Context: an optimization exercise on an open-source flow, tuned for small area, a short achievable clock period and few clock cycles. The choices shown serve that exercise and are no tape-out recipe.
RTL that was checked went through simulation tests only; none was proved equivalent to the original.
Only the layout flow was run in runs 1 and 5; the RTL was not checked for function there.

--- design/flow/design.v ---
module JAM (
    input CLK,
    input RST,
    output [2:0] W,
    output [2:0] J,
    input [6:0] Cost,
    output [3:0] MatchCount,
    output [9:0] MinCost,
    output reg Valid );
localparam ROUND = 3'd0, SEL = 3'd1, FIN = 3'd2, BUILD = 3'd3, COUNT = 3'd4;
reg [2:0] state;
reg [2:0] r;             
reg [2:0] i0;            
reg [2:0] cj;            
reg [2:0] j0;            
reg [8:0] base;           
reg first;
reg [7:0] mind;
reg [2:0] jmin;
reg [6:0] vpc;           
reg [6:0] vpj;           
reg [7:0] S;             
reg rootr;               
reg [7:0] colFree;
reg [6:0] vp [0:7];
reg [7:0] dst [0:7];     
reg [2:0] way [0:7];     
reg [2:0] rowOf [0:7];   
reg [2:0] ja;
reg augdone;
reg [9:0] mc;
reg [3:0] cnt;
assign MinCost = mc;
assign MatchCount = cnt;
function [3:0] lowest;           
    input [7:0] m;
    begin
        casez (m)
            8'b???????1: lowest = 4'b1000;
            8'b??????10: lowest = 4'b1001;
            8'b?????100: lowest = 4'b1010;
            8'b????1000: lowest = 4'b1011;
            8'b???10000: lowest = 4'b1100;
            8'b??100000: lowest = 4'b1101;
            8'b?1000000: lowest = 4'b1110;
            8'b10000000: lowest = 4'b1111;
            default:     lowest = 4'b0000;
        endcase
    end
endfunction
function [7:0] above;            
    input [2:0] k;
    begin
        above = 8'hFE << k;
    end
endfunction
wire [2:0] j1 = way[ja];
wire [2:0] aR = (state == FIN) ? j1 : (state == COUNT) ? i0 : cj;
wire [2:0] rA = rowOf[aR];
assign W = (state == SEL) ? rA : i0;
assign J = cj;
wire [6:0] vpA = vpc;
wire [6:0] vp_cj = vpc;
wire [2:0] aD = (state == COUNT) ? i0 : cj;
wire [7:0] dA = dst[aD];
function lt7;
    input [6:0] c;
    input [10:0] t;
    begin
        if (t[10])
            lt7 = 1'b0;
        else if (t[9:7] != 3'd0)
            lt7 = 1'b1;
        else
            lt7 = c < t[6:0];
    end
endfunction
wire [9:0] bv = {base[8], base} + {3'd0, vp_cj};
wire [9:0] cur_full = bv + {3'd0, Cost};
wire over = cur_full[9:8] != 2'b00;
wire [7:0] cur8 = over ? 8'd255 : cur_full[7:0];
wire [7:0] dst_cj = dA;
wire [10:0] thr_d = {3'd0, dst_cj} - {bv[9], bv};
wire [10:0] thr_m = {3'd0, mind} - {bv[9], bv};
wire better = rootr || lt7(Cost, thr_d);
wire cur_lt_min = lt7(Cost, thr_m);
wire dst_lt_min = dst_cj < mind;
wire take = first || (better ? cur_lt_min : dst_lt_min);
wire [7:0] nd = better ? cur8 : dst_cj;
wire [3:0] nxt_round = lowest(~S & above(cj));
wire [7:0] bitcj = 8'd1 << cj;
wire [7:0] S_sel = S | bitcj;
wire [3:0] first_round = lowest(~S_sel);
wire [3:0] lS = lowest(S);
wire [7:0] S_fin = S & ~bitcj;
wire [3:0] lSf = lowest(S_fin);
wire aug_last = (j1 == ja);
wire cur_eq_min = (thr_m[10:7] == 4'd0) && (thr_m[6:0] == Cost);
wire newmin = (cj == 3'd0) || cur_lt_min;
wire [7:0] tmask = newmin ? bitcj : cur_eq_min ? (S | bitcj) : S;
wire [2:0] ncol = (state == ROUND) ? nxt_round[2:0] :
                  (state == SEL) ? (colFree[cj] ? lS[2:0] : first_round[2:0]) :
                  (state == FIN) ? lSf[2:0] : cj + 3'd1;
wire [6:0] vpn = colFree[ncol] ? 7'd0 : vp[ncol];
wire [6:0] vp_upd = vpc + (mind[6:0] - dA[6:0]);
wire [6:0] vp0 = colFree[0] ? 7'd0 : vp[0];
wire [7:0] adj = dA;
wire [2:0] dm1 = i0 - 3'd1;
wire [7:0] cand = adj & ~S & (first ? 8'hFF : above(rA));
wire [3:0] lj = lowest(cand);
wire [7:0] u2 = S | (8'd1 << lj[2:0]);
reg ok;
integer k;
always @(*) begin
    ok = 1'b1;
    for (k = 1; k < 8; k = k + 1)
        if (k > i0 && (dst[k] & ~u2) == 8'd0)
            ok = 1'b0;
end
wire d6 = first && (i0 == 3'd6);
wire [7:0] fx = ~S;
wire [7:0] flo = fx & (~fx + 8'd1);
wire [7:0] fhi = fx ^ flo;
wire [7:0] m6 = dst[6] & fx;
wire [7:0] m7 = dst[7] & fx;
wire c1 = (|(m6 & flo)) && (|(m7 & fhi));
wire c2 = (|(m6 & fhi)) && (|(m7 & flo));
wire [2:0] pd = rowOf[dm1];
always @(posedge CLK or posedge RST) begin
    if (RST) begin
        state <= ROUND;
        r <= 3'd0;
        i0 <= 3'd0;
        cj <= 3'd0;
        j0 <= 3'd0;
        base <= 9'd0;
        first <= 1'b1;
        S <= 8'd0;
        rootr <= 1'b1;
        vpc <= 7'd0;
        colFree <= 8'hFF;
        mc <= 10'd0;
        cnt <= 4'd0;
        Valid <= 1'b0;
        augdone <= 1'b0;
    end else begin
        case (state)
        ROUND: begin
            if (better) begin
                dst[cj] <= cur8;
                way[cj] <= rootr ? cj : j0;
            end
            if (take) begin
                mind <= nd;
                jmin <= cj;
                vpj <= vpc;
            end
            first <= 1'b0;
            if (nxt_round[3]) begin
                cj <= nxt_round[2:0];
                vpc <= vpn;
            end else begin
                state <= SEL;
                if (!take) begin
                    cj <= jmin;
                    vpc <= vpj;
                end
            end
        end
        SEL: begin
            if (colFree[cj]) begin
                mc <= mc + {2'd0, mind};
                colFree[cj] <= 1'b0;
                vp[cj] <= 7'd0;
                ja <= cj;
                cj <= lS[2:0];
                vpc <= vpn;
                augdone <= 1'b0;
                state <= FIN;
            end else begin
                S <= S_sel;
                j0 <= cj;
                rootr <= 1'b0;
                i0 <= rA;
                base <= {1'b0, mind} - {2'd0, Cost} - {2'd0, vpA};
                cj <= first_round[2:0];
                vpc <= vpn;
                first <= 1'b1;
                state <= ROUND;
            end
        end
        FIN: begin
            if (S != 8'd0) begin
                vp[cj] <= vp_upd;
                S <= S_fin;
                cj <= lSf[2:0];
                vpc <= vpn;
            end
            if (!augdone) begin
                if (aug_last) begin
                    rowOf[ja] <= r;
                    augdone <= 1'b1;
                end else begin
                    rowOf[ja] <= rA;
                    ja <= j1;
                end
            end
            if (S_fin == 8'd0 && (augdone || aug_last)) begin
                vpc <= (S != 8'd0 && cj == 3'd0) ? vp_upd : vp0;
                if (r == 3'd7) begin
                    state <= BUILD;
                    i0 <= 3'd0;
                    cj <= 3'd0;
                    base <= 9'd0;
                end else begin
                    state <= ROUND;
                    r <= r + 3'd1;
                    i0 <= r + 3'd1;
                    base <= 9'd0;
                    rootr <= 1'b1;
                    cj <= 3'd0;
                    first <= 1'b1;
                end
            end
        end
        BUILD: begin
            S <= tmask;
            if (newmin)
                mind <= cur8;
            cj <= cj + 3'd1;
            vpc <= vpn;
            if (cj == 3'd7) begin
                dst[i0] <= tmask;
                i0 <= i0 + 3'd1;
                if (i0 == 3'd7) begin
                    state <= COUNT;
                    S <= 8'd0;
                    first <= 1'b1;
                end
            end
        end
        COUNT: if (!Valid) begin
            if (d6) begin
                cnt <= cnt + {3'd0, c1} + {3'd0, c2};
                i0 <= dm1;
                S <= S & ~(8'd1 << pd);
                first <= 1'b0;
            end else if (lj[3]) begin
                rowOf[i0] <= lj[2:0];
                if (ok) begin
                    S <= u2;
                    i0 <= i0 + 3'd1;
                    first <= 1'b1;
                end else begin
                    first <= 1'b0;
                end
            end else if (i0 == 3'd0) begin
                Valid <= 1'b1;
            end else begin
                i0 <= dm1;
                S <= S & ~(8'd1 << pd);
                first <= 1'b0;
            end
        end
        default: state <= ROUND;
        endcase
    end
end
endmodule
--- design/flow/constraint.sdc ---
create_clock -name core_clock -period 10.0 [get_ports {CLK}]
set_input_delay 2.0000 -clock core_clock [delete_from_list [all_inputs] [get_ports {CLK}]]
set_output_delay 2.0000 -clock core_clock [all_outputs]
set_load 0.01 [all_outputs]
--- design/flow/run.sh ---
#!/bin/bash
# synth_recipe.tcl (not shown) runs the flow's synth.tcl, then flattens the netlist and writes it again
# the make line also repeats each setting of config.mk as NAME=value (left out here)
make -C /OpenROAD-flow-scripts/flow DESIGN_CONFIG=/design/flow/config.mk WORK_HOME=/design/flow/orfs CLKGATE_MAP_FILE= SYNTH_SCRIPT=/design/flow/synth_recipe.tcl finish
--- design/flow/config.mk ---
export PLATFORM = sky130hd
export DESIGN_NAME = JAM
export DESIGN_NICKNAME = JAM
export VERILOG_FILES = /design/flow/design.v
export SDC_FILE = /design/flow/constraint.sdc
export NUM_CORES = 4
export LEC_CHECK = 0
export ABC_AREA = 1
export CAP_MARGIN = 20
export CORE_MARGIN = 2
export CORE_UTILIZATION = 50
export PLACE_DENSITY = 0.65
export SETUP_SLACK_MARGIN = 5
export SLEW_MARGIN = 20
==> impl_metrics.json, run 1 <==
{
  "outcome": "finished clean",
  "dpl.hpwl_um": 44470,
  "cp_slowest_cell": "dfrtp_2",
  "critPathTopFamily": "simple AND/OR/NAND/NOR gates",
  "stdcell_area_sq_mm": 0.02080,
  "core_area_sq_mm": 0.03454,
  "rsz0062_at_grt": "yes",
  "synth_compound_area_share_pct": 13.76,
  "synth_edf_count": 189,
  "finClkSkew_ns": 0.02147,
  "cp_common_cell": "inv_2",
  "antenna_found_initial": 0,
  "drc": 0,
  "yosys.area_share.xor_xnor_pct": 2.401,
  "die-area_sq_mm": 0.03653,
  "final_cell_mix": "nand2_1, inv_1, edfxtp_1",
  "yosysWarnings": 5,
  "wl_per_cell_um": 22.11,
  "start_kind": "flip-flop",
  "hold_slack_ns": 0.4652,
  "cts_buffers": 30,
  "start_util_pct": 50.69,
  "wirelength_um": 60240,
  "end_kind": "flip-flop",
  "place_inst": 2568,
  "max_freq_mhz": 194.2,
  "synth_top_family_by_area": "simple AND/OR/NAND/NOR gates",
  "path_class": "flip-flop to flip-flop",
  "clock-sinks": 254,
  "fin_crit_ns": 5.149,
  "cp_num_buf_inv": 6,
  "synthFlopType": "edfxtp_1",
  "grt-ovfl-total": 0,
  "max-cap-violations": 0,
  "cts_max_path_buffers": 3,
  "drt_iter0_markers": 1817,
  "worstPathRequired_ns": 10.23,
  "dieWidth_um": 191.1,
  "clk_latency_ns": 0.59,
  "cts_tree": "built",
  "synthAdderAreaFrac_pct": 9.175,
  "die_y_um": 191.1,
  "synth.ff_latch_count": 254,
  "hold_class": "flip-flop to flip-flop",
  "arrival_ns": 5.38,
  "post-route-period-util_pct": 51.49,
  "dr.pass1.iters": 6,
  "insertedDiodeCount": 0,
  "grt_pass1_wl_um": 90330,
  "cp_slowest_stage_delay_ns": 0.45,
  "slew_headroom_pct": 29.70,
  "syn_inst": 2120,
  "cts_root_buf": "clkbuf_16",
  "muxShareOfSynthArea_pct": 0.1286,
  "rows": 68,
  "syn_nets": 2246,
  "yosysUniqueCellTypes": 70,
  "cts_hold_buf": 0,
  "portBuffers": 29,
  "routabilityCongestion": 1.032,
  "dpl_cell_area_sq_mm": 0.01817,
  "detail_route.vias_per_cell": 5.967,
  "nets": 2372,
  "vias": 16260,
  "syn_area_sq_mm": 0.01751,
  "async_reset_ff_share_pct": 25.59,
  "syn2layout_area_growth_pct": 18.77,
  "cp_max_fo": 8,
  "drive_gt1_share_pct": 17.00,
  "path_clk_slew_ns": 0.06,
  "htree_levels": 1,
  "first_global_vias": 15310,
  "grt_max_degree": 40,
  "setup_violations": 0,
  "stdcell_count": 2725,
  "hold_viol": 0,
  "synthSimpleGateAreaFrac_pct": 24.17,
  "setup_tns_ns": 0,
  "postRouteAntennaNets": 0,
  "worst_slew_pin_slew_ns": 1.053,
  "ys_seq_area_share_pct": 41.78,
  "finalMaxSlewViolations": 0,
  "ioPinCount": 30,
  "track_usage_pct": 32.67,
  "synth_area_per_cell_sq_um": 8.259,
  "final_common_cell": "nand2_1"
}
-- registers in the layout, indices dropped and copies added (netlist names), 4 cells and up --
| register | count |
|---|---|
| colFree | 8 |
| vpj | 7 |
| mind | 8 |
| mc | 10 |
| S | 8 |
| rowOf | 24 |
| base | 9 |
| vp | 56 |
| vpc | 7 |
| dst | 64 |
| way | 24 |
| cnt | 4 |
-- timing repair --
action | CTS | global route
gates cloned | 4 | 2
endpoints found under the setup margin | 254 | 254
gates resized for setup | 150 | 63
pin swaps | 32 | 19
setup buffers | 64 | 31
-- worst register-to-register path, delay by kind of cell (launching register included) --
| family | cells | cell delay [ns] |
|---|---|---|
| xor gates and xnor gates | 1 | 0.17 |
| and+or+nand+nor | 10 | 1.38 |
| adders and majority gates | 3 | 0.87 |
| buffers and inverters | 6 | 0.70 |
| AOI/OAI and AO/OA | 10 | 1.22 |
| DFF | 1 | 0.45 |
-- synthesized netlist by cell type, types with 21 or more instances --
cell | number | area (sq um)
nand2_1 | 439 | 1648
inv_1 | 284 | 1066
nor2_1 | 199 | 747.0
edfxtp_1 | 189 | 5675
o21ai_0 | 141 | 705.7
nand3_1 | 107 | 535.5
a21oi_1 | 100 | 500.5
ha_1 | 98 | 1226
nand4_1 | 74 | 462.9
dfrtp_1 | 55 | 1376
o22ai_1 | 40 | 250.2
nor3_1 | 38 | 190.2
xor2_1 | 30 | 262.8
o211ai_1 | 21 | 157.7
-- final cells by class --
class / count / area (sq um)
Multi-Input combinational cell: 1510 / 9432
Clock buffer: 42 / 877.1
Tap cell: 455 / 569.3
Timing Repair Buffer: 141 / 1234
Fill cell: 3086 / 13750
Clock inverter: 14 / 157.7
Sequential cell: 254 / 7326
Inverter: 309 / 1201
-- per-stage QoR --
step	util, %	setup WS [ns]
floorplan	-	4.602
global placement	52.59	3.808
detailed placement	52.59	3.713
CTS	58.70	4.969
global route	60.20	4.553
finish	60.20	4.851
-- cell families after synthesis --
kind of cell / count (synthesis)
AOI/OAI and AO/OA: 401
xor gates and xnor gates: 48
adders and majority gates: 117
buffers and inverters: 361
DFF: 254
muxes: 2
and+or+nand+nor: 937
-- layer usage --
layer / wire length, um / vias to the layer above / GRT usage, %
met5: 0 / - / 0
met3: 4757 / 185 / 4.626
met2: 27360 / 800 / 52.20
met4: 2904 / 0 / 13.76
li1: - / 7531 / -
met1: 25220 / 7744 / 44.60
-- worst paths after layout --
check | from | end | slack [ns] | cells after the start
setup / recovery | state[0] | dst[3][2] | 4.85 | 30
hold / removal | cnt[3] | cnt[3] | 0.47 | 1
setup reg to reg | state[0] | dst[3][2] | 4.85 | 30
hold reg to reg | cnt[3] | cnt[3] | 0.47 | 1
max in group asynchronous | RST | mc[8] | 6.81 | 3
min in group asynchronous | RST | augdone | 2.13 | 2
==> run 2: changes to the inputs <==
--- a/design/flow/design.v
+++ b/design/flow/design.v
@@ -132,7 +132,6 @@
         r <= 3'd0;
         i0 <= 3'd0;
         cj <= 3'd0;
-        j0 <= 3'd0;
         base <= 9'd0;
         first <= 1'b1;
         S <= 8'd0;
@@ -146,15 +145,6 @@
     end else begin
         case (state)
         ROUND: begin
-            if (better) begin
-                dst[cj] <= cur8;
-                way[cj] <= rootr ? cj : j0;
-            end
-            if (take) begin
-                mind <= nd;
-                jmin <= cj;
-                vpj <= vpc;
-            end
             first <= 1'b0;
             if (nxt_round[3]) begin
                 cj <= nxt_round[2:0];
@@ -171,15 +161,12 @@
             if (colFree[cj]) begin
                 mc <= mc + {2'd0, mind};
                 colFree[cj] <= 1'b0;
-                vp[cj] <= 7'd0;
-                ja <= cj;
                 cj <= lS[2:0];
                 vpc <= vpn;
                 augdone <= 1'b0;
                 state <= FIN;
             end else begin
                 S <= S_sel;
-                j0 <= cj;
                 rootr <= 1'b0;
                 i0 <= rA;
                 base <= {1'b0, mind} - {2'd0, Cost} - {2'd0, vpA};
@@ -191,20 +178,12 @@
         end
         FIN: begin
             if (S != 8'd0) begin
-                vp[cj] <= vp_upd;
                 S <= S_fin;
                 cj <= lSf[2:0];
                 vpc <= vpn;
             end
-            if (!augdone) begin
-                if (aug_last) begin
-                    rowOf[ja] <= r;
-                    augdone <= 1'b1;
-                end else begin
-                    rowOf[ja] <= rA;
-                    ja <= j1;
-                end
-            end
+            if (!augdone && aug_last)
+                augdone <= 1'b1;
             if (S_fin == 8'd0 && (augdone || aug_last)) begin
                 vpc <= (S != 8'd0 && cj == 3'd0) ? vp_upd : vp0;
                 if (r == 3'd7) begin
@@ -225,12 +204,9 @@
         end
         BUILD: begin
             S <= tmask;
-            if (newmin)
-                mind <= cur8;
             cj <= cj + 3'd1;
             vpc <= vpn;
             if (cj == 3'd7) begin
-                dst[i0] <= tmask;
                 i0 <= i0 + 3'd1;
                 if (i0 == 3'd7) begin
                     state <= COUNT;
@@ -246,7 +222,6 @@
                 S <= S & ~(8'd1 << pd);
                 first <= 1'b0;
             end else if (lj[3]) begin
-                rowOf[i0] <= lj[2:0];
                 if (ok) begin
                     S <= u2;
                     i0 <= i0 + 3'd1;
@@ -266,4 +241,45 @@
         endcase
     end
 end
+always @(posedge CLK) begin
+    case (state)
+    ROUND: begin
+        if (better) begin
+            dst[cj] <= cur8;
+            way[cj] <= rootr ? cj : j0;
+        end
+        if (take) begin
+            mind <= nd;
+            jmin <= cj;
+            vpj <= vpc;
+        end
+    end
+    SEL: begin
+        j0 <= cj;
+        ja <= cj;
+        if (colFree[cj])
+            vp[cj] <= 7'd0;
+    end
+    FIN: begin
+        if (S != 8'd0)
+            vp[cj] <= vp_upd;
+        if (!augdone) begin
+            rowOf[ja] <= aug_last ? r : rA;
+            if (!aug_last)
+                ja <= j1;
+        end
+    end
+    BUILD: begin
+        if (newmin)
+            mind <= cur8;
+        if (cj == 3'd7)
+            dst[i0] <= tmask;
+    end
+    COUNT: begin
+        if (!Valid && !d6 && lj[3])
+            rowOf[i0] <= lj[2:0];
+    end
+    default: ;
+    endcase
+end
 endmodule
--- a/design/flow/config.mk
+++ b/design/flow/config.mk
@@ -10,5 +10,5 @@
 export CORE_MARGIN = 2
 export CORE_UTILIZATION = 50
 export PLACE_DENSITY = 0.65
-export SETUP_SLACK_MARGIN = 5
+export SETUP_SLACK_MARGIN = 4
 export SLEW_MARGIN = 20
==> impl_metrics.json, run 2 <==
{
  "outcome": "finished clean",
  "yosysUniqueCellTypes": 61,
  "max_freq_mhz": 170.2,
  "nFillCells": 3148,
  "slew_headroom_pct": 19.09,
  "first_global_vias": 14740,
  "finalMaxSlewViolations": 0,
  "track_usage_pct": 30.88,
  "rsz0062_at_grt": "no",
  "routabilityCongestion": 1.000,
  "hold_slack_ns": 0.4697,
  "r2r_slack_ns": 4.33,
  "largest_reg_flops": 64,
  "drt_iter0_markers": 1481,
  "max-cap-violations": 0,
  "grt-ovfl-total": 0,
  "wl_per_cell_um": 21.31,
  "synthFlopType": "edfxtp_1",
  "path_clk_slew_ns": 0.06,
  "drc": 0,
  "nets": 2232,
  "cts_buffers": 28,
  "cts_root_buf": "clkbuf_16",
  "largest-register": "dst",
  "ys_top_cells_by_count": "nand2_1, inv_1, nor2_1, edfxtp_1, nand3_1",
  "final_cell_mix": "nand2_1, inv_1, nor2_1",
  "wirelength_um": 54970,
  "syn_nets": 2214,
  "clk_latency_ns": 0.58,
  "syn_inst": 2092,
  "ioPinCount": 30,
  "worstPathRequired_ns": 8.00,
  "synth_edf_count": 192,
  "start_kind": "flip-flop",
  "end_kind": "primary output",
  "yosys.area.top_type": "edfxtp_1",
  "async_reset_ff_share_pct": 24.12,
  "synth.most_common_cell": "nand2_1",
  "die_y_um": 188.8,
  "ys_top_cells_by_area": "edfxtp_1, nand2_1, dfrtp_1",
  "dieWidth_um": 188.8,
  "synth_top_area_share_pct": 33.77,
  "final_common_cell": "nand2_1",
  "cts_max_path_buffers": 3,
  "syn2layout_area_growth_pct": 10.56,
  "grt_pass1_wl_um": 84730,
  "die-area_sq_mm": 0.03564,
  "post-route-period-util_pct": 58.75,
  "cts_tree": "built",
  "worst_slew_pin_slew_ns": 1.201,
  "vias": 15350,
  "detail_route.vias_per_cell": 5.948,
  "hold_viol": 0,
  "reg_top3": "dst x64, vp x56",
  "core_area_sq_mm": 0.03362,
  "setup_violations": 0,
  "rows": 67,
  "dr.pass1.iters": 6,
  "synth.ff_latch_count": 257,
  "clock-sinks": 257,
  "setup_tns_ns": 0,
  "start_util_pct": 50.79,
  "drive_gt1_share_pct": 6.895,
  "grt_max_degree": 63,
  "syn_area_sq_mm": 0.01708,
  "postLayoutSetupSlackWorst_ns": 4.125,
  "fin_crit_ns": 5.875,
  "dp_slack_ns": 3.078,
  "synth_area_per_cell_sq_um": 8.162,
  "htree_levels": 1,
  "arrival_ns": 3.88,
  "yosysWarnings": 1,
  "cp_max_fo": 16,
  "cts_hold_buf": 0,
  "insertedDiodeCount": 0,
  "antenna_found_initial": 0,
  "postRouteAntennaNets": 0,
  "path_class": "flip-flop to primary output",
  "dpl.hpwl_um": 40990,
  "ys_seq_area_share_pct": 43.28,
  "finClkSkew_ns": 0.01560,
  "portBuffers": 29,
  "hold_class": "flip-flop to flip-flop"
}
## run 2: cell count changes in the layout (fill, tap and decap cells not counted), moves of 35 or more
cell	previous run	this run
nor2_1	174	209
nand2_1	421	494
nand3_1	97	174
inv_1	272	227
nand4_1	74	27
buf_4	100	16
## run 2: stage by stage
stage | util, % | area (sq um) | cells
2_1_floorplan | - | 17080 | 2092
3_3_place_gp | 52.82 | 17750 | 2523
3_5_place_dp | 52.82 | 17750 | 2523
4_1_cts | 55.97 | 18820 | 2580
5_1_grt | 56.16 | 18880 | 2580
6_report | 56.16 | 18880 | 2580
## run 2: metal layers
layer	track usage [%]	part of all wire, %
met4	12.11	4.2
met1	41.91	42
met2	50.37	46
met3	4.060	7.1
met5	0	0
## run 2: logic make-up (layout without fill, tap and decap cells)
| family | Yosys count | count (layout) | synth area share [%] |
|---|---|---|---|
| xor gates and xnor gates | 43 | 43 | 2.206 |
| muxes | 6 | 6 | 0.3957 |
| buffers and inverters | 306 | 345 | 7.020 |
| and+or+nand+nor | 971 | 971 | 23.96 |
| DFF | 257 | 257 | 43.28 |
| AOI/OAI and AO/OA | 396 | 397 | 14.03 |
| adders and majority gates | 113 | 113 | 9.116 |
## run 2: worst paths after layout
kind	to	from	cells after the start
worst min-delay path	cnt[3]	cnt[3]	1
worst min register to register	cnt[3]	cnt[3]	1
min in group asynchronous	mc[9]	RST	3
worst max-delay path	W[1]	cj[2]	9
worst max register to register	dst[6][5]	cj[2]	24
max in group asynchronous	cj[2]	RST	3
## run 2: layout make-up
class / count / area (sq um) / share of cell area, %
Multi-Input combinational cell: 1530 / 8623 / 45.68
Sequential cell: 257 / 7392 / 39.16
Inverter: 247 / 943.4 / 4.997
Clock buffer: 42 / 783.3 / 4.149
Tap cell: 448 / 560.5 / 2.969
Timing Repair Buffer: 46 / 430.4 / 2.280
Clock inverter: 10 / 145.1 / 0.7688
## run 2: critical path: stages, from the launching register on
cell	delay, ns
dfrtp_2	0.58
inv_1	0.36
a21oi_2	0.52
inv_2	0.23
o21ai_2	0.37
inv_2	0.12
nand3_1	0.10
nand2_1	0.17
o21ai_0	0.26
clkdlybuf4s50_1	0.58
## run 2: what timing repair did
item	in CTS	in global routing
pin swaps	2	1
setup endpoints to repair	127	149
cloned	1	0
buffers inserted	4	0
gates resized for setup	24	17
Testbench counts of run 2, summed over its fixed seeds: cycles 2,845.
==> run 3: changes to the inputs <==
--- a/design/flow/config.mk
+++ b/design/flow/config.mk
@@ -10,5 +10,5 @@
 export CORE_MARGIN = 2
 export CORE_UTILIZATION = 50
 export PLACE_DENSITY = 0.65
-export SETUP_SLACK_MARGIN = 4
+export SETUP_SLACK_MARGIN = 5
 export SLEW_MARGIN = 20
==> impl_metrics.json, run 3 <==
{
  "outcome": "finished clean",
  "synth_area_per_cell_sq_um": 8.162,
  "max-cap-violations": 0,
  "dieWidth_um": 188.8,
  "cp_slowest_stage_delay_ns": 0.43,
  "async_reset_ff_share_pct": 24.12,
  "cp_max_fo": 8,
  "syn_area_sq_mm": 0.01708,
  "ys_seq_area_share_pct": 43.28,
  "post-route-period-util_pct": 49.55,
  "drc": 0,
  "core_area_sq_mm": 0.03362,
  "clock-sinks": 257,
  "yosys.area.top_type": "edfxtp_1",
  "cp_slowest_cell": "dfrtp_2",
  "path_clk_slew_ns": 0.06,
  "end_kind": "flip-flop",
  "detail_route.vias_per_cell": 5.988,
  "reg_top3": "dst x64, vp x56",
  "setup_tns_ns": 0,
  "synth_edf_count": 192,
  "crit_start": "state[0]",
  "start_kind": "flip-flop",
  "met3_usage_pct": 4.209,
  "drive_gt1_share_pct": 13.31,
  "synthFlopType": "edfxtp_1",
  "grt_busiest_layer": "met2",
  "slew_headroom_pct": 29.25,
  "stdcell_count": 2649,
  "antenna_found_initial": 0,
  "cts_hold_buf": 0,
  "insertedDiodeCount": 0,
  "worst_slew_pin_slew_ns": 1.050,
  "use_met2_pct": 50.86,
  "synth.most_common_cell": "nand2_1",
  "cts_root_buf": "clkbuf_16",
  "grt-ovfl-total": 0,
  "worstPathRequired_ns": 10.45,
  "max_freq_mhz": 201.8,
  "die-area_sq_mm": 0.03564,
  "drt_iter0_markers": 1672,
  "ys_top_cells_by_count": "nand2_1, inv_1, nor2_1, edfxtp_1, nand3_1",
  "synth.ff_latch_count": 257,
  "postRouteAntennaNets": 0,
  "grtUsageMet1_pct": 42.76,
  "track_usage_pct": 31.66,
  "first_global_vias": 15090,
  "start_util_pct": 50.79,
  "finalMaxSlewViolations": 0,
  "r2r_slack_ns": 5.04,
  "worstSetupEndpoint": "vpc[4]",
  "worstReg2RegEnd": "vpc[4]",
  "arrival_ns": 5.40,
  "ioPinCount": 30,
  "dpl.hpwl_um": 40990,
  "place_inst": 2523,
  "nets": 2301,
  "synth_top_area_share_pct": 33.77,
  "wl_per_cell_um": 21.56,
  "portBuffers": 29,
  "largest-register": "dst",
  "syn_inst": 2092,
  "routabilityCongestion": 1.000,
  "vias": 15860,
  "yosysUniqueCellTypes": 61,
  "grt_pass1_wl_um": 86800,
  "dr.pass1.iters": 6,
  "cts_tree": "built",
  "finClkSkew_ns": 0.01858,
  "r2r_start": "state[0]",
  "path_class": "flip-flop to flip-flop",
  "syn2layout_area_growth_pct": 17.01,
  "largest_reg_flops": 64,
  "ff2ff_path_depth": 34,
  "hold_viol": 0,
  "syn_nets": 2214,
  "clk_latency_ns": 0.58,
  "die_y_um": 188.8,
  "cts_max_path_buffers": 3,
  "final_cell_mix": "nand2_1, inv_1, nor2_1",
  "cts_buffers": 28,
  "rsz0062_at_grt": "yes",
  "final_common_cell": "nand2_1",
  "holdCritStartpoint": "cnt[3]",
  "setup_violations": 0,
  "yosysWarnings": 1,
  "grt_max_degree": 63,
  "ys_top_cells_by_area": "edfxtp_1, nand2_1, dfrtp_1",
  "nFillCells": 3034,
  "fin_crit_ns": 4.955,
  "hold_class": "flip-flop to flip-flop",
  "htree_levels": 1,
  "wirelength_um": 57130,
  "rows": 67
}
==> run 3: cell counts after synthesis <==
No cell type changed its count.
==> run 3: worst max-delay path: cells and delay by family, from the launching register on <==
| kind | cells | cell delay [ns] |
|---|---|---|
| AOI/OAI and AO/OA | 12 | 1.59 |
| and+or+nand+nor | 13 | 1.34 |
| adders and majority gates | 3 | 0.84 |
| buffers and inverters | 5 | 0.46 |
| DFF | 1 | 0.43 |
| xor gates and xnor gates | 1 | 0.14 |
==> run 3: kinds of logic (layout without fill, tap and decap cells) <==
group / Yosys count / after routing / synth area share, %
xor gates and xnor gates: 43 / 43 / 2.206
adders and majority gates: 113 / 113 / 9.116
AOI/OAI and AO/OA: 396 / 397 / 14.03
DFF: 257 / 257 / 43.28
and+or+nand+nor: 971 / 973 / 23.96
buffers and inverters: 306 / 412 / 7.020
muxes: 6 / 6 / 0.3957
==> run 3: how the worst min path moves through the flow <==
stage,endpoint,cells past startpoint
after floorplan,colFree[3],2
after global placement,colFree[3],2
after detailed placement,colFree[3],2
after CTS,colFree[3],2
after global routing,mc[9],1
final,cnt[3],1
==> run 3: layout make-up <==
class / instances / area, sq um / area share (%)
multi-input combinational: 1532 / 9097 / 45.53
sequential: 257 / 7405 / 37.06
timing repair buffer: 110 / 988.4 / 4.947
inverter: 247 / 980.9 / 4.910
clock buffer: 42 / 783.3 / 3.920
tap: 448 / 560.5 / 2.805
clock inverter: 10 / 145.1 / 0.7264
timing repair inverter: 3 / 20.02 / 0.1002
==> run 3: layer usage <==
layer	wire length [um]	part of all wire (%)
met4	2977	5.2
met3	4128	7.2
met5	0	0
met2	26020	46
met1	24000	42
==> run 3: through the flow <==
stage | utilization, % | worst slack, ns | hold slack, ns | area, sq um
CTS | 57.80 | 5.015 | 0.4647 | 19430
global placement | 52.82 | 3.322 | 0.4550 | 17750
finish | 59.44 | 5.045 | 0.4696 | 19980
detailed placement | 52.82 | 3.078 | 0.4552 | 17750
floorplan | - | 5.066 | 0.4407 | 17080
global route | 59.44 | 4.776 | 0.4921 | 19980
==> run 3: what timing repair did <==
action	in CTS	in global routing
setup endpoints to repair	274	224
cloned	6	1
resized for setup	119	84
hold endpoints to repair	0	0
pin swaps	18	34
buffers inserted	31	36
==> run 4: changes to the inputs <==
==> design/flow/flow/run.sh (new file) <==
#!/bin/bash
# The standard layout (standard.sh: the standard synthesis, then ORFS to the
# final layout), with timing repair aiming at 6 ns of setup slack instead of
# config.mk's 5, so that it works further on the paths it shortens.
set -euo pipefail
sed 's/SETUP_SLACK_MARGIN=[0-9.]*/SETUP_SLACK_MARGIN=6/' standard.sh > standard_margin.sh
bash standard_margin.sh > standard.log 2>&1
==> design/flow/standard.sh (new file) <==
#!/bin/bash
# synth_recipe.tcl (not shown) runs the flow's synth.tcl, then flattens the netlist and writes it again
# the make line also repeats each setting of config.mk as NAME=value (left out here)
make -C /OpenROAD-flow-scripts/flow DESIGN_CONFIG=/design/flow/config.mk WORK_HOME=/design/flow/orfs CLKGATE_MAP_FILE= SYNTH_SCRIPT=/design/flow/synth_recipe.tcl "${@:-finish}"
removed: design/flow/run.sh
==> impl_metrics.json, run 4 <==
{
  "drc": 0,
  "dpl.hpwl_um": 41170,
  "drive_gt1_share_pct": 25.25,
  "grt-ovfl-total": 0,
  "worst_slew_pin_slew_ns": 1.020,
  "cp_slowest_cell": "dfrtp_1",
  "routabilityCongestion": 0.9813,
  "fin_crit_ns": 5.001,
  "r2r_slack_ns": 5.00,
  "hold_end": "mc[9]",
  "r2r_start": "state[1]",
  "cp_slowest_stage_delay_ns": 0.42,
  "synth_top_area_share_pct": 33.77,
  "postRouteAntennaNets": 0,
  "worstPathRequired_ns": 10.47,
  "dp_slack_ns": 3.767,
  "largest-register": "dst",
  "cts_hold_buf": 0,
  "start_util_pct": 50.79,
  "clock-sinks": 257,
  "ioPinCount": 30,
  "dpl_cell_area_sq_mm": 0.01804,
  "reg_top3": "dst x64, vp x56",
  "cts_tree": "built",
  "hold_class": "flip-flop to flip-flop",
  "stdcell_area_sq_mm": 0.02213,
  "max-cap-violations": 0,
  "finalMaxSlewViolations": 0,
  "yosys.area.top_type": "edfxtp_1",
  "syn_nets": 2214,
  "final_common_cell": "nand2_1",
  "arrival_ns": 5.47,
  "stdcell_count": 2733,
  "dr.pass1.iters": 6,
  "hold_viol": 0,
  "dieWidth_um": 188.8,
  "htree_levels": 1,
  "ff2ff_path_depth": 36,
  "end_kind": "flip-flop",
  "nets": 2383,
  "cts_max_path_buffers": 3,
  "synth_edf_count": 192,
  "cts_root_buf": "clkbuf_16",
  "hold_depth": 1,
  "die-area_sq_mm": 0.03564,
  "max_freq_mhz": 200.0,
  "place_inst": 2520,
  "yosysUniqueCellTypes": 61,
  "grt_max_degree": 63,
  "core_area_sq_mm": 0.03362,
  "cts_buffers": 30,
  "outcome": "finished clean",
  "track_usage_pct": 32.51,
  "largest_reg_flops": 64,
  "synth_area_per_cell_sq_um": 8.162,
  "ys_seq_area_share_pct": 43.28,
  "syn_area_sq_mm": 0.01708,
  "wl_per_cell_um": 21.77,
  "slew_headroom_pct": 31.92,
  "rows": 67,
  "setup_tns_ns": 0,
  "clk_latency_ns": 0.59,
  "path_clk_slew_ns": 0.07,
  "detail_route.vias_per_cell": 6.000,
  "cp_max_fo": 6,
  "post-route-period-util_pct": 50.01,
  "grt_pass1_wl_um": 89320,
  "start_kind": "flip-flop",
  "syn2layout_area_growth_pct": 29.60,
  "postLayoutSetupSlackWorst_ns": 4.999,
  "antenna_found_initial": 0,
  "finClkSkew_ns": 0.01746,
  "drt_iter0_markers": 1559,
  "synth.most_common_cell": "nand2_1",
  "yosysWarnings": 1,
  "die_y_um": 188.8,
  "ys_top_cells_by_count": "nand2_1, inv_1, nor2_1, edfxtp_1, nand3_1",
  "worstReg2RegEnd": "vpc[4]",
  "vias": 16400,
  "nFillCells": 2746,
  "first_global_vias": 15610,
  "synth.ff_latch_count": 257,
  "synthFlopType": "edfxtp_1",
  "ys_top_cells_by_area": "edfxtp_1, nand2_1, dfrtp_1",
  "path_class": "flip-flop to flip-flop",
  "setup_violations": 0,
  "wirelength_um": 59490,
  "insertedDiodeCount": 0,
  "rsz0062_at_grt": "yes",
  "async_reset_ff_share_pct": 24.12,
  "portBuffers": 29,
  "syn_inst": 2092,
  "final_cell_mix": "nand2_1, inv_1, edfxtp_1",
  "holdCritStartpoint": "mc[9]"
}
run 4: cell counts after synthesis:
No cell type changed its count.
run 4: per-stage QoR:
| step | utilization (%) | hold slack (ns) |
|---|---|---|
| 2_1_floorplan | - | 0.4407 |
| 3_3_place_gp | 53.66 | 0.4586 |
| 3_5_place_dp | 53.66 | 0.4597 |
| 4_1_cts | 62.35 | 0.4728 |
| 5_1_grt | 65.83 | 0.4885 |
| 6_report | 65.83 | 0.4713 |
run 4: area by class of cell:
class                   instances  area, sq um  area share [%]
flip-flops and latches        257         7408           33.48
multi-input cells            1535        10250           46.30
inverters                     247         1035           4.676
repair inverters                4        36.28          0.1640
clock inverters                24        241.5           1.091
well taps                     448        560.5           2.533
repair buffers                186         1844           8.334
clock buffers                  32        758.2           3.426
run 4: routing by layer:
layer | track usage, % | routed length [um] | vias to the layer above
met2 | 52.43 | 27640 | 814
met3 | 4.694 | 4557 | 174
met4 | 15.02 | 2803 | 0
met1 | 43.44 | 24490 | 7886
met5 | 0 | 0 | -
li1 | - | - | 7525
run 4: what timing repair did:
action / in CTS / in global routing
pin swaps: 54 / 100
hold endpoints to repair: 0 / 0
setup endpoints to repair: 304 / 289
gates resized for setup: 278 / 178
buffers inserted: 91 / 52
gates cloned: 10 / 4
run 4: kinds of logic after synthesis:
family / count (synthesis) / synth area share [%]
AND/OR/NAND/NOR: 971 / 23.96
AO/OA/AOI/OAI: 396 / 14.03
buffers and inverters: 306 / 7.020
flip-flops: 257 / 43.28
adder cells (fa/ha/maj): 113 / 9.116
XOR/XNOR: 43 / 2.206
multiplexers: 6 / 0.3957
run 4: how the worst max path moves through the flow:
stage	start	endpoint	slack [ns]
floorplan	state[1]	dst[4][0]	5.53
global placement	state[1]	cj[2]	3.96
detailed placement	state[0]	cj[2]	3.77
CTS	state[0]	vpc[4]	5.14
global route	state[1]	vpc[4]	4.61
finish	state[1]	vpc[4]	5.00
run 4: worst max-delay path: cells and delay by family (launching register included):
kind	cells	cell delay (ns)
xor+xnor	1	0.14
simple gates	12	1.23
compound gates	12	1.43
flops	1	0.42
fa+ha+maj	3	0.83
buf+inv	8	0.79
==> run 5: changes to the inputs <==
--- a/design/flow/design.v
+++ b/design/flow/design.v
@@ -19,6 +19,7 @@
 reg [2:0] jmin;
 reg [6:0] vpc;           
 reg [6:0] vpj;           
+reg [7:0] dcj;           
 reg [7:0] S;             
 reg rootr;               
 reg [7:0] colFree;
@@ -55,14 +56,13 @@
     end
 endfunction
 wire [2:0] j1 = way[ja];
-wire [2:0] aR = (state == FIN) ? j1 : (state == COUNT) ? i0 : cj;
+wire [2:0] aR = (state == FIN) ? j1 : (state == COUNT) ? i0 : jmin;
 wire [2:0] rA = rowOf[aR];
 assign W = (state == SEL) ? rA : i0;
-assign J = cj;
+assign J = (state == SEL) ? jmin : cj;
 wire [6:0] vpA = vpc;
 wire [6:0] vp_cj = vpc;
-wire [2:0] aD = (state == COUNT) ? i0 : cj;
-wire [7:0] dA = dst[aD];
+wire [7:0] dA = dst[i0];
 function lt7;
     input [6:0] c;
     input [10:0] t;
@@ -79,7 +79,7 @@
 wire [9:0] cur_full = bv + {3'd0, Cost};
 wire over = cur_full[9:8] != 2'b00;
 wire [7:0] cur8 = over ? 8'd255 : cur_full[7:0];
-wire [7:0] dst_cj = dA;
+wire [7:0] dst_cj = dcj;
 wire [10:0] thr_d = {3'd0, dst_cj} - {bv[9], bv};
 wire [10:0] thr_m = {3'd0, mind} - {bv[9], bv};
 wire better = rootr || lt7(Cost, thr_d);
@@ -89,7 +89,7 @@
 wire [7:0] nd = better ? cur8 : dst_cj;
 wire [3:0] nxt_round = lowest(~S & above(cj));
 wire [7:0] bitcj = 8'd1 << cj;
-wire [7:0] S_sel = S | bitcj;
+wire [7:0] S_sel = S | (8'd1 << jmin);
 wire [3:0] first_round = lowest(~S_sel);
 wire [3:0] lS = lowest(S);
 wire [7:0] S_fin = S & ~bitcj;
@@ -99,10 +99,11 @@
 wire newmin = (cj == 3'd0) || cur_lt_min;
 wire [7:0] tmask = newmin ? bitcj : cur_eq_min ? (S | bitcj) : S;
 wire [2:0] ncol = (state == ROUND) ? nxt_round[2:0] :
-                  (state == SEL) ? (colFree[cj] ? lS[2:0] : first_round[2:0]) :
+                  (state == SEL) ? (colFree[jmin] ? lS[2:0] : first_round[2:0]) :
                   (state == FIN) ? lSf[2:0] : cj + 3'd1;
 wire [6:0] vpn = colFree[ncol] ? 7'd0 : vp[ncol];
-wire [6:0] vp_upd = vpc + (mind[6:0] - dA[6:0]);
+wire [6:0] vp_upd = vpc + (mind[6:0] - dcj[6:0]);
+wire [7:0] dstn = dst[ncol];
 wire [6:0] vp0 = colFree[0] ? 7'd0 : vp[0];
 wire [7:0] adj = dA;
 wire [2:0] dm1 = i0 - 3'd1;
@@ -149,29 +150,28 @@
             if (nxt_round[3]) begin
                 cj <= nxt_round[2:0];
                 vpc <= vpn;
+                dcj <= dstn;
             end else begin
                 state <= SEL;
-                if (!take) begin
-                    cj <= jmin;
-                    vpc <= vpj;
-                end
             end
         end
         SEL: begin
-            if (colFree[cj]) begin
+            if (colFree[jmin]) begin
                 mc <= mc + {2'd0, mind};
-                colFree[cj] <= 1'b0;
+                colFree[jmin] <= 1'b0;
                 cj <= lS[2:0];
                 vpc <= vpn;
+                dcj <= dstn;
                 augdone <= 1'b0;
                 state <= FIN;
             end else begin
                 S <= S_sel;
                 rootr <= 1'b0;
                 i0 <= rA;
-                base <= {1'b0, mind} - {2'd0, Cost} - {2'd0, vpA};
+                base <= {1'b0, mind} - {2'd0, Cost} - {2'd0, vpj};
                 cj <= first_round[2:0];
                 vpc <= vpn;
+                dcj <= dstn;
                 first <= 1'b1;
                 state <= ROUND;
             end
@@ -181,11 +181,13 @@
                 S <= S_fin;
                 cj <= lSf[2:0];
                 vpc <= vpn;
+                dcj <= dstn;
             end
             if (!augdone && aug_last)
                 augdone <= 1'b1;
             if (S_fin == 8'd0 && (augdone || aug_last)) begin
                 vpc <= (S != 8'd0 && cj == 3'd0) ? vp_upd : vp0;
+                dcj <= dst[0];
                 if (r == 3'd7) begin
                     state <= BUILD;
                     i0 <= 3'd0;
@@ -206,6 +208,7 @@
             S <= tmask;
             cj <= cj + 3'd1;
             vpc <= vpn;
+            dcj <= dstn;
             if (cj == 3'd7) begin
                 i0 <= i0 + 3'd1;
                 if (i0 == 3'd7) begin
@@ -255,10 +258,10 @@
         end
     end
     SEL: begin
-        j0 <= cj;
-        ja <= cj;
-        if (colFree[cj])
-            vp[cj] <= 7'd0;
+        j0 <= jmin;
+        ja <= jmin;
+        if (colFree[jmin])
+            vp[jmin] <= 7'd0;
     end
     FIN: begin
         if (S != 8'd0)
==> design/flow/run.sh (new file) <==
#!/bin/bash
# synth_recipe.tcl (not shown) runs the flow's synth.tcl, then flattens the netlist and writes it again
# the make line also repeats each setting of config.mk as NAME=value (left out here)
make -C /OpenROAD-flow-scripts/flow DESIGN_CONFIG=/design/flow/config.mk WORK_HOME=/design/flow/orfs CLKGATE_MAP_FILE= SYNTH_SCRIPT=/design/flow/synth_recipe.tcl finish
removed: design/flow/flow/run.sh
removed: design/flow/standard.sh
==> impl_metrics.json, run 5 <==
{
  "drt_iter0_markers": 1587,
  "ff2ff_path_depth": 18,
  "syn_nets": 2311,
  "grt-ovfl-total": 0,
  "largest-register": "dst",
  "dr.pass1.iters": 6,
  "vias": 16060,
  "detail_route.vias_per_cell": 5.920,
  "grt_busiest_layer": "met2",
  "synth_compound_area_share_pct": 17.30,
  "crit_chain": "inv_2, nand3_4, inv_12, a21oi_4, o21ai_4, buf_4, nand3_1, nand3_1, nand2_1, nand2_1, nand2_2, o21ai_0, dlygate4sd2_1",
  "postRouteAntennaNets": 0,
  "routabilityCongestion": 0.9824,
  "start_kind": "flip-flop",
  "rsz0062_at_grt": "yes",
  "arrival_ns": 2.87,
  "hold_depth": 2,
  "drive_gt1_share_pct": 9.059,
  "crit_start": "state[2]",
  "cp_slowest_cell": "dfrtp_2",
  "grtUsageMet1_pct": 42.38,
  "yosysWarnings": 1,
  "syn_inst": 2186,
  "ys_top_cells_by_count": "nand2_1, inv_1, o21ai_0, nor2_1, edfxtp_1",
  "track_usage_pct": 30.20,
  "ys_seq_area_share_pct": 42.84,
  "max-cap-violations": 0,
  "reg_top3": "dst x64, vp x56",
  "post-route-period-util_pct": 48.66,
  "largest_reg_flops": 64,
  "die-area_sq_mm": 0.03714,
  "synthFlopType": "edfxtp_1",
  "clock-sinks": 265,
  "drc": 0,
  "ioPinCount": 30,
  "clk_latency_ns": 0.61,
  "insertedDiodeCount": 0,
  "async_reset_ff_share_pct": 23.40,
  "synthAdderAreaFrac_pct": 8.950,
  "setup_tns_ns": 0,
  "hold_slack_ns": 0.4629,
  "path_class": "flip-flop to primary output",
  "slew_headroom_pct": 31.86,
  "synth.ff_latch_count": 265,
  "worstPathRequired_ns": 8.00,
  "cts_root_buf": "clkbuf_16",
  "end_kind": "primary output",
  "cp_slowest_stage_delay_ns": 0.44,
  "nets": 2353,
  "muxShareOfSynthArea_pct": 0.2529,
  "worst_slew_pin_slew_ns": 1.018,
  "fin_crit_ns": 4.866,
  "core_area_sq_mm": 0.03531,
  "cts_hold_buf": 0,
  "yosys.area.top_type": "edfxtp_1",
  "r2r_start": "base[0]",
  "antenna_found_initial": 0,
  "grt_max_degree": 80,
  "outcome": "finished clean",
  "start_util_pct": 50.44,
  "yosys.area_share.xor_xnor_pct": 2.311,
  "syn2layout_area_growth_pct": 12.84,
  "max_freq_mhz": 205.5,
  "cts_buffers": 30,
  "final_common_cell": "nand2_1",
  "cp_max_fo": 11,
  "synth.most_common_cell": "nand2_1",
  "synthSimpleGateAreaFrac_pct": 20.37,
  "final_cell_mix": "nand2_1, inv_1, edfxtp_1",
  "die_y_um": 192.7,
  "hold_viol": 0,
  "met3_usage_pct": 5.110,
  "yosysUniqueCellTypes": 65,
  "cts_tree": "built",
  "htree_levels": 1,
  "dpl.hpwl_um": 41330,
  "use_met2_pct": 47.60,
  "ys_top_cells_by_area": "edfxtp_1, nand2_1, dfrtp_1",
  "synth_top_area_share_pct": 33.72,
  "wl_per_cell_um": 20.91,
  "worstReg2RegEnd": "dst[1][7]",
  "rows": 69,
  "portBuffers": 29,
  "first_global_vias": 14870,
  "holdCritStartpoint": "colFree[5]",
  "setup_violations": 0,
  "synth_top_family_by_area": "simple AND/OR/NAND/NOR gates",
  "finClkSkew_ns": 0.02423,
  "cts_max_path_buffers": 3,
  "syn_area_sq_mm": 0.01781,
  "synth_area_per_cell_sq_um": 8.147,
  "synth_edf_count": 200,
  "hold_class": "flip-flop to flip-flop",
  "dieWidth_um": 192.7,
  "r2r_slack_ns": 5.23,
  "path_clk_slew_ns": 0.06,
  "grt_pass1_wl_um": 85350,
  "finalMaxSlewViolations": 0,
  "hold_end": "colFree[5]",
  "wirelength_um": 56730
}
==> run 5: cell count changes after synthesis, sizes merged, moves of 15 or more <==
cell	delta
nand2	-43
nand3	-58
inv	+45
o211ai	-17
clkbuf	+15
o21ai	+62
a21oi	+99
==> run 5: cell type report <==
cell class | instances | area (sq um)
inverter | 292 | 1127
tap | 461 | 576.8
timing repair inverter | 1 | 8.758
clock inverter | 23 | 290.3
sequential | 265 | 7637
fill | 3194 | 15210
timing repair buffer | 76 | 701.9
multi-input combinational | 1562 | 8992
clock buffer | 33 | 762.0
==> run 5: per-layer routing <==
| layer | up-vias | part of all wire (%) |
|---|---|---|
| met5 | - | 0 |
| met4 | 0 | 3.2 |
| met2 | 799 | 45 |
| met1 | 7598 | 43 |
| li1 | 7530 | - |
| met3 | 135 | 9.2 |
==> run 5: worst max path at each step <==
| stage | end | slack, ns | cells after the start |
|---|---|---|---|
| floorplan | dst[0][0] | 5.36 | 16 |
| global placement | dst[6][0] | 4.16 | 17 |
| detailed placement | dst[0][0] | 4.14 | 17 |
| CTS | W[1] | 4.97 | 12 |
| global route | dst[3][3] | 4.99 | 22 |
| finish | W[2] | 5.13 | 13 |
==> run 5: repair_timing <==
action,in CTS,in global routing
gates resized for setup,36,36
setup endpoints to repair,131,205
pin swaps,5,10
cloned,2,2
buffers inserted,12,21
==> run 5: critical path: cells and delay by family (launching register included) <==
kind / cells / cell delay (ns)
and+or+nand+nor: 6 / 0.62
buffers and inverters: 4 / 0.77
AOI/OAI and AO/OA: 3 / 0.40
DFF: 1 / 0.44
==> run 5: stage by stage <==
stage / std cells / setup WS [ns] / util, % / instance area [sq um]
after floorplan: 2186 / 5.360 / - / 17810
after global placement: 2620 / 4.158 / 52.32 / 18470
after detailed placement: 2620 / 4.137 / 52.32 / 18470
after CTS: 2690 / 4.970 / 55.99 / 19770
after global routing: 2713 / 4.986 / 56.92 / 20100
final: 2713 / 5.134 / 56.92 / 20100
==> run 5: cells by family after synthesis <==
logic type                 Yosys count
adders and majority gates          116
DFF                                265
muxes                                4
buffers and inverters              362
and+or+nand+nor                    854
AOI/OAI and AO/OA                  538
xor gates and xnor gates            47
==> run 6: changes to the inputs <==
--- a/design/flow/design.v
+++ b/design/flow/design.v
@@ -49,20 +49,6 @@
         endcase
     end
 endfunction
-function [7:0] above;            
-    input [2:0] k;
-    begin
-        above = 8'hFE << k;
-    end
-endfunction
-wire [2:0] j1 = way[ja];
-wire [2:0] aR = (state == FIN) ? j1 : (state == COUNT) ? i0 : jmin;
-wire [2:0] rA = rowOf[aR];
-assign W = (state == SEL) ? rA : i0;
-assign J = (state == SEL) ? jmin : cj;
-wire [6:0] vpA = vpc;
-wire [6:0] vp_cj = vpc;
-wire [7:0] dA = dst[i0];
 function lt7;
     input [6:0] c;
     input [10:0] t;
@@ -75,10 +61,28 @@
             lt7 = c < t[6:0];
     end
 endfunction
+function [7:0] above;            
+    input [2:0] k;
+    begin
+        above = 8'hFE << k;
+    end
+endfunction
+wire [2:0] j1 = way[ja];
+wire [2:0] aR = (state == FIN) ? j1 : (state == COUNT) ? i0 : jmin;
+wire [2:0] rA = rowOf[aR];
+assign W = (state == SEL) ? rA : i0;
+assign J = (state == SEL) ? jmin : cj;
+wire [6:0] vpA = vpc;
+wire [6:0] vp_cj = vpc;
+wire [7:0] dA = dst[i0];
 wire [9:0] bv = {base[8], base} + {3'd0, vp_cj};
-wire [9:0] cur_full = bv + {3'd0, Cost};
-wire over = cur_full[9:8] != 2'b00;
-wire [7:0] cur8 = over ? 8'd255 : cur_full[7:0];
+wire [10:0] thr_o = 11'd256 - {bv[9], bv};
+wire over = !lt7(Cost, thr_o);
+wire [4:0] cur_lo = {1'b0, bv[3:0]} + {1'b0, Cost[3:0]};
+wire [3:0] cur_h0 = bv[7:4] + {1'b0, Cost[6:4]};
+wire [3:0] cur_h1 = bv[7:4] + {1'b0, Cost[6:4]} + 4'd1;
+wire [7:0] cur_b = {cur_lo[4] ? cur_h1 : cur_h0, cur_lo[3:0]};
+wire [7:0] cur8 = over ? 8'd255 : cur_b;
 wire [7:0] dst_cj = dcj;
 wire [10:0] thr_d = {3'd0, dst_cj} - {bv[9], bv};
 wire [10:0] thr_m = {3'd0, mind} - {bv[9], bv};
==> impl_metrics.json, run 6 <==
{
  "yosysUniqueCellTypes": 59,
  "wirelength_met1_um": 24550,
  "cp_max_fo": 10,
  "route.met2.wl_um": 25820,
  "syn_inst": 2171,
  "largest-register": "dst",
  "top_layer": "met4",
  "hold_viol": 0,
  "vias": 16010,
  "ys_seq_area_share_pct": 42.69,
  "multiInputGateArea_sq_mm": 0.009191,
  "ioPinCount": 30,
  "syn_nets": 2306,
  "final_common_cell": "nand2_1",
  "yosysWarnings": 1,
  "max-cap-violations": 0,
  "synthFlopType": "edfxtp_1",
  "postRouteAntennaNets": 0,
  "setup_violations": 0,
  "synth.ff_latch_count": 265,
  "routabilityCongestion": 0.9767,
  "cts_max_path_buffers": 3,
  "path_clk_slew_ns": 0.07,
  "place_inst": 2611,
  "die_y_um": 193.1,
  "regArea_sq_mm": 0.007640,
  "nFillCells": 3253,
  "cts_root_buf": "clkbuf_16",
  "grt_max_degree": 81,
  "drc": 0,
  "clock-sinks": 265,
  "antenna_found_initial": 0,
  "drive_gt1_share_pct": 8.941,
  "drt_iter0_markers": 1876,
  "path_class": "flip-flop to primary output",
  "syn_area_sq_mm": 0.01787,
  "rsz0062_at_grt": "yes",
  "insertedDiodeCount": 0,
  "start_util_pct": 50.50,
  "reg_top3": "dst x64, vp x56",
  "cts_hold_buf": 0,
  "async_reset_ff_share_pct": 23.40,
  "dieWidth_um": 193.1,
  "nets": 2348,
  "synth.most_common_cell": "nand2_1",
  "outcome": "finished clean",
  "syn2layout_area_growth_pct": 12.52,
  "final_cell_mix": "nand2_1, inv_1, o21ai_0",
  "holdCritStartpoint": "cnt[3]",
  "synth_area_per_cell_sq_um": 8.233,
  "dpl_cell_area_sq_mm": 0.01857,
  "dpl.hpwl_um": 42190,
  "r2r_start": "vpc[0]",
  "grt-ovfl-total": 0,
  "ys_top_cells_by_count": "nand2_1, inv_1, o21ai_0, nor2_1, edfxtp_1",
  "hold_class": "flip-flop to flip-flop",
  "start_kind": "flip-flop",
  "stdcell_area_sq_mm": 0.02011,
  "worst_slew_pin_slew_ns": 0.9742,
  "setup_tns_ns": 0,
  "ys_top_cells_by_area": "edfxtp_1, nand2_1, ha_1",
  "dr_wl_met3_um": 4178,
  "arrival_ns": 2.93,
  "portBuffers": 29,
  "yosys.area.top_type": "edfxtp_1",
  "r2r_slack_ns": 5.33,
  "clk_latency_ns": 0.57,
  "finClkSkew_ns": 0.01720,
  "rows": 69,
  "first_global_vias": 15350,
  "largest_reg_flops": 64,
  "end_kind": "primary output",
  "post-route-period-util_pct": 49.33,
  "cts_tree": "built",
  "wl_per_cell_um": 21.03,
  "track_usage_pct": 30.61,
  "core_area_sq_mm": 0.03540,
  "cts_buffers": 30,
  "synth_edf_count": 200,
  "max_freq_mhz": 202.7,
  "grt_pass1_wl_um": 86880,
  "htree_levels": 1,
  "detail_route.vias_per_cell": 5.933,
  "finalMaxSlewViolations": 0,
  "fin_crit_ns": 4.933,
  "slew_headroom_pct": 34.37,
  "wirelength_um": 56730,
  "die-area_sq_mm": 0.03728,
  "synth_top_area_share_pct": 33.60,
  "stdcell_count": 2698,
  "worstPathRequired_ns": 8.00,
  "dr.pass1.iters": 8
}
## run 6: path summary, 6_finish.rpt
check / to / depth (start not counted)
hold / removal: cnt[3] / 1
hold reg to reg: cnt[3] / 1
max in group asynchronous: i0[1] / 3
setup / recovery: W[2] / 16
setup reg to reg: dst[4][3] / 21
min in group asynchronous: vpc[6] / 3
## run 6: cell type report
| type | instances | share of cell area (%) |
|---|---|---|
| flip-flops and latches | 265 | 37.98 |
| clock inverters | 16 | 0.7963 |
| inverters | 270 | 5.201 |
| multi-input cells | 1572 | 45.70 |
| well taps | 461 | 2.868 |
| clock buffers | 40 | 4.075 |
| repair buffers | 74 | 3.378 |
## run 6: through the flow
stage	hold slack, ns	utilization, %	worst slack, ns
floorplan	0.4285	-	5.441
global placement	0.4542	52.45	4.506
detailed placement	0.4596	52.46	4.387
CTS	0.4690	56.01	4.938
global route	0.5005	56.82	4.887
finish	0.4665	56.82	5.067
## run 6: per-layer routing
| layer | up-vias | track usage (%) |
|---|---|---|
| met5 | - | 0 |
| met2 | 705 | 49.48 |
| met1 | 7589 | 42.68 |
| met4 | 0 | 10.98 |
| met3 | 145 | 3.493 |
| li1 | 7568 | - |
## run 6: kinds of logic (layout without fill, tap and decap cells)
kind of cell | Yosys count | in the layout | synth area share [%]
XOR/XNOR | 52 | 52 | 2.548
AND/OR/NAND/NOR | 846 | 846 | 20.12
AO/OA/AOI/OAI | 542 | 543 | 17.36
adder cells (fa/ha/maj) | 126 | 126 | 9.660
multiplexers | 5 | 5 | 0.3150
buffers and inverters | 335 | 400 | 7.315
flip-flops | 265 | 265 | 42.69
## run 6: worst max-delay path: stages, from the launching register on
cell           delay [ns]
dfxtp_4              0.37
inv_4                0.11
nand2_1              0.07
nand2_1              0.06
nand2_1              0.07
nand3_1              0.16
nand3_4              0.17
buf_2                0.21
buf_4                0.14
buf_4                0.14
nand3_1              0.06
nand3_1              0.10
nand2_1              0.08
nand2_1              0.06
nand2_2              0.18
o21ai_0              0.10
dlygate4sd2_1        0.29
## run 6: repair_timing
action,CTS,global route
setup buffers,17,13
resized for setup,39,41
gates cloned,1,0
setup endpoints to repair,119,188
pin swaps,3,7
Testbench counts of run 6, summed over its fixed seeds: cycles 2,845.
==> run 7: changes to the inputs <==
==> design/flow/flow/run.sh (new file) <==
#!/bin/bash
# The standard layout (standard.sh: the standard synthesis, then ORFS to the
# final layout), with timing repair aiming at 6.5 ns of setup slack instead of
# config.mk's 5, so that it works further on the paths it shortens.
set -euo pipefail
sed 's/SETUP_SLACK_MARGIN=[0-9.]*/SETUP_SLACK_MARGIN=6.5/' standard.sh > standard_margin.sh
bash standard_margin.sh > standard.log 2>&1
==> design/flow/standard.sh (new file) <==
#!/bin/bash
# synth_recipe.tcl (not shown) runs the flow's synth.tcl, then flattens the netlist and writes it again
# the make line also repeats each setting of config.mk as NAME=value (left out here)
make -C /OpenROAD-flow-scripts/flow DESIGN_CONFIG=/design/flow/config.mk WORK_HOME=/design/flow/orfs CLKGATE_MAP_FILE= SYNTH_SCRIPT=/design/flow/synth_recipe.tcl "${@:-finish}"
removed: design/flow/run.sh
==> impl_metrics.json, run 7 <==
{
  "max_freq_mhz": 222.4,
  "grt_pass1_wl_um": 101800,
  "drive_gt1_share_pct": 29.55,
  "dpl.hpwl_um": 45440,
  "largest_reg_flops": 64,
  "outcome": "finished clean",
  "stdcell_area_sq_mm": 0.02416,
  "reg_top3": "dst x64, vp x56",
  "core_area_sq_mm": 0.03540,
  "grt-ovfl-total": 0,
  "syn_nets": 2306,
  "ys_top_cells_by_count": "nand2_1, inv_1, o21ai_0, nor2_1, edfxtp_1",
  "end_kind": "primary output",
  "fin_crit_ns": 4.496,
  "muxShareOfSynthArea_pct": 0.3150,
  "syn_area_sq_mm": 0.01787,
  "synthFlopType": "edfxtp_1",
  "dieWidth_um": 193.1,
  "wirelength_um": 71000,
  "synth.ff_latch_count": 265,
  "portBuffers": 29,
  "stdcell_count": 2911,
  "cts_hold_buf": 0,
  "syn2layout_area_growth_pct": 35.14,
  "nets": 2561,
  "track_usage_pct": 36.65,
  "synth.most_common_cell": "nand2_1",
  "arrival_ns": 2.50,
  "dp_slack_ns": 4.941,
  "synth_area_per_cell_sq_um": 8.233,
  "start_kind": "flip-flop",
  "ioPinCount": 30,
  "grt_max_degree": 63,
  "cts_tree": "built",
  "use_met2_pct": 55.30,
  "yosys.area.top_type": "edfxtp_1",
  "detail_route.vias_per_cell": 6.254,
  "dr.pass1.iters": 6,
  "setup_violations": 0,
  "synthSimpleGateAreaFrac_pct": 20.12,
  "postRouteAntennaNets": 0,
  "hold_viol": 0,
  "slew_headroom_pct": 25.23,
  "rows": 69,
  "worstPathRequired_ns": 8.00,
  "final_cell_mix": "nand2_1, inv_1, edfxtp_1",
  "syn_inst": 2171,
  "yosys.area_share.xor_xnor_pct": 2.548,
  "post-route-period-util_pct": 44.96,
  "yosysUniqueCellTypes": 59,
  "cts_max_path_buffers": 3,
  "synth_top_family_by_area": "simple AND/OR/NAND/NOR gates",
  "die_y_um": 193.1,
  "place_inst": 2612,
  "routabilityCongestion": 1.017,
  "cp_max_fo": 8,
  "final_common_cell": "nand2_1",
  "largest-register": "dst",
  "synth_edf_count": 200,
  "setup_tns_ns": 0,
  "synthAdderAreaFrac_pct": 9.660,
  "synth_top_area_share_pct": 33.60,
  "worst_slew_pin_slew_ns": 1.113,
  "met3_usage_pct": 9.430
}
run 7: cell counts after synthesis:
Identical to the previous run, type by type.
run 7: critical path, cell delays in order, from the launching register on:
cell and delay (ns):
dfxtp_4 0.41, buf_6 0.15, nand2_1 0.06, nand2_1 0.07, nand2_1 0.09, nand3_4 0.13, nand3_4 0.18, buf_12 0.19
nand3_1 0.08, nand3_2 0.09, nand2_1 0.08, nand2_1 0.08, nand2_4 0.10, o21ai_2 0.05, buf_2 0.13
run 7: stage by stage:
stage | hold WS (ns) | utilization (%)
after floorplan | 0.4285 | -
after global placement | 0.4532 | 53.61
after detailed placement | 0.4629 | 53.61
after CTS | 0.4704 | 64.42
after global routing | 0.4879 | 68.24
final | 0.4677 | 68.24
run 7: area by class of cell:
cell class                 count  area (sq um)  share of cell area (%)
sequential                   265          7659                   31.71
inverter                     270          1125                   4.657
clock inverter                20         193.9                  0.8029
timing repair buffer         276          2786                   11.54
timing repair inverter         5         45.04                  0.1865
clock buffer                  37         798.3                   3.305
multi-input combinational   1577         10970                   45.42
tap                          461         576.8                   2.388
run 7: path summary, 6_finish.rpt:
check | end | cells past startpoint | from | slack [ns]
worst max-delay path | W[0] | 14 | flip-flop | 5.50
worst min-delay path | mc[9] | 1 | mc[9] | 0.47
worst max register to register | vpj[0] | 21 | vpc[0] | 5.57
worst min register to register | mc[9] | 1 | mc[9] | 0.47
max in group asynchronous | i0[0] | 3 | RST | 7.08
min in group asynchronous | vpc[4] | 3 | RST | 2.25
run 7: cell families after synthesis:
| logic type | after synthesis |
|---|---|
| buf+inv | 335 |
| fa+ha+maj | 126 |
| simple gates | 846 |
| mux | 5 |
| flops | 265 |
| compound gates | 542 |
| xor+xnor | 52 |
run 7: per-layer routing:
metal	share of wire, %	vias to the layer above
li1	-	8015
met1	39	8708
met2	43	1152
met3	12	331
met4	5.7	0
met5	0	-
run 7: repair_timing:
item | in CTS | in global routing
setup endpoints to repair | 356 | 348
resized for setup | 382 | 242
buffers inserted | 165 | 62
pin swaps | 113 | 130
cloned | 14 | 1

-- separate check: timing with driven ports --
No port has a modelled driver above. Below, the same layouts with a new extraction and two added sets of constraints. Step 1 sets driving cells, clkbuf_16 on the clock port and buf_2 on the other inputs (assumed; they add their load-dependent delay and slew). Step 2 also shifts input and output timing later by t, the mid clock arrival at the registers, as if the neighbouring blocks saw the same clock. a / b / c = ideal / step 1 / step 2; a / b = the first two.
run	t, ns	slack for setup (ns)	worst hold slack (ns)
run 1	0.637	4.851 / 4.851 / 4.528	0.465 / 0.465 / 0.465
run 2	0.623	4.125 / 4.074 / 3.952	0.470 / 0.470 / 0.470
run 3	0.627	5.045 / 5.002 / 4.564	0.470 / 0.470 / 0.470
run 4	0.633	4.999 / 4.999 / 4.999	0.471 / 0.471 / 0.471
run 5	0.651	5.134 / 5.078 / 4.611	0.463 / 0.463 / 0.463
run 6	0.618	5.067 / 5.013 / 4.935	0.467 / 0.467 / 0.467
run 7	0.665	5.504 / 5.445 / 5.381	0.468 / 0.468 / 0.468
After both steps setup and hold are still met in every run listed. For run 5, which loses most, drivers alone change the setup slack by -0.056 ns; drivers and shift together by -0.523 ns.
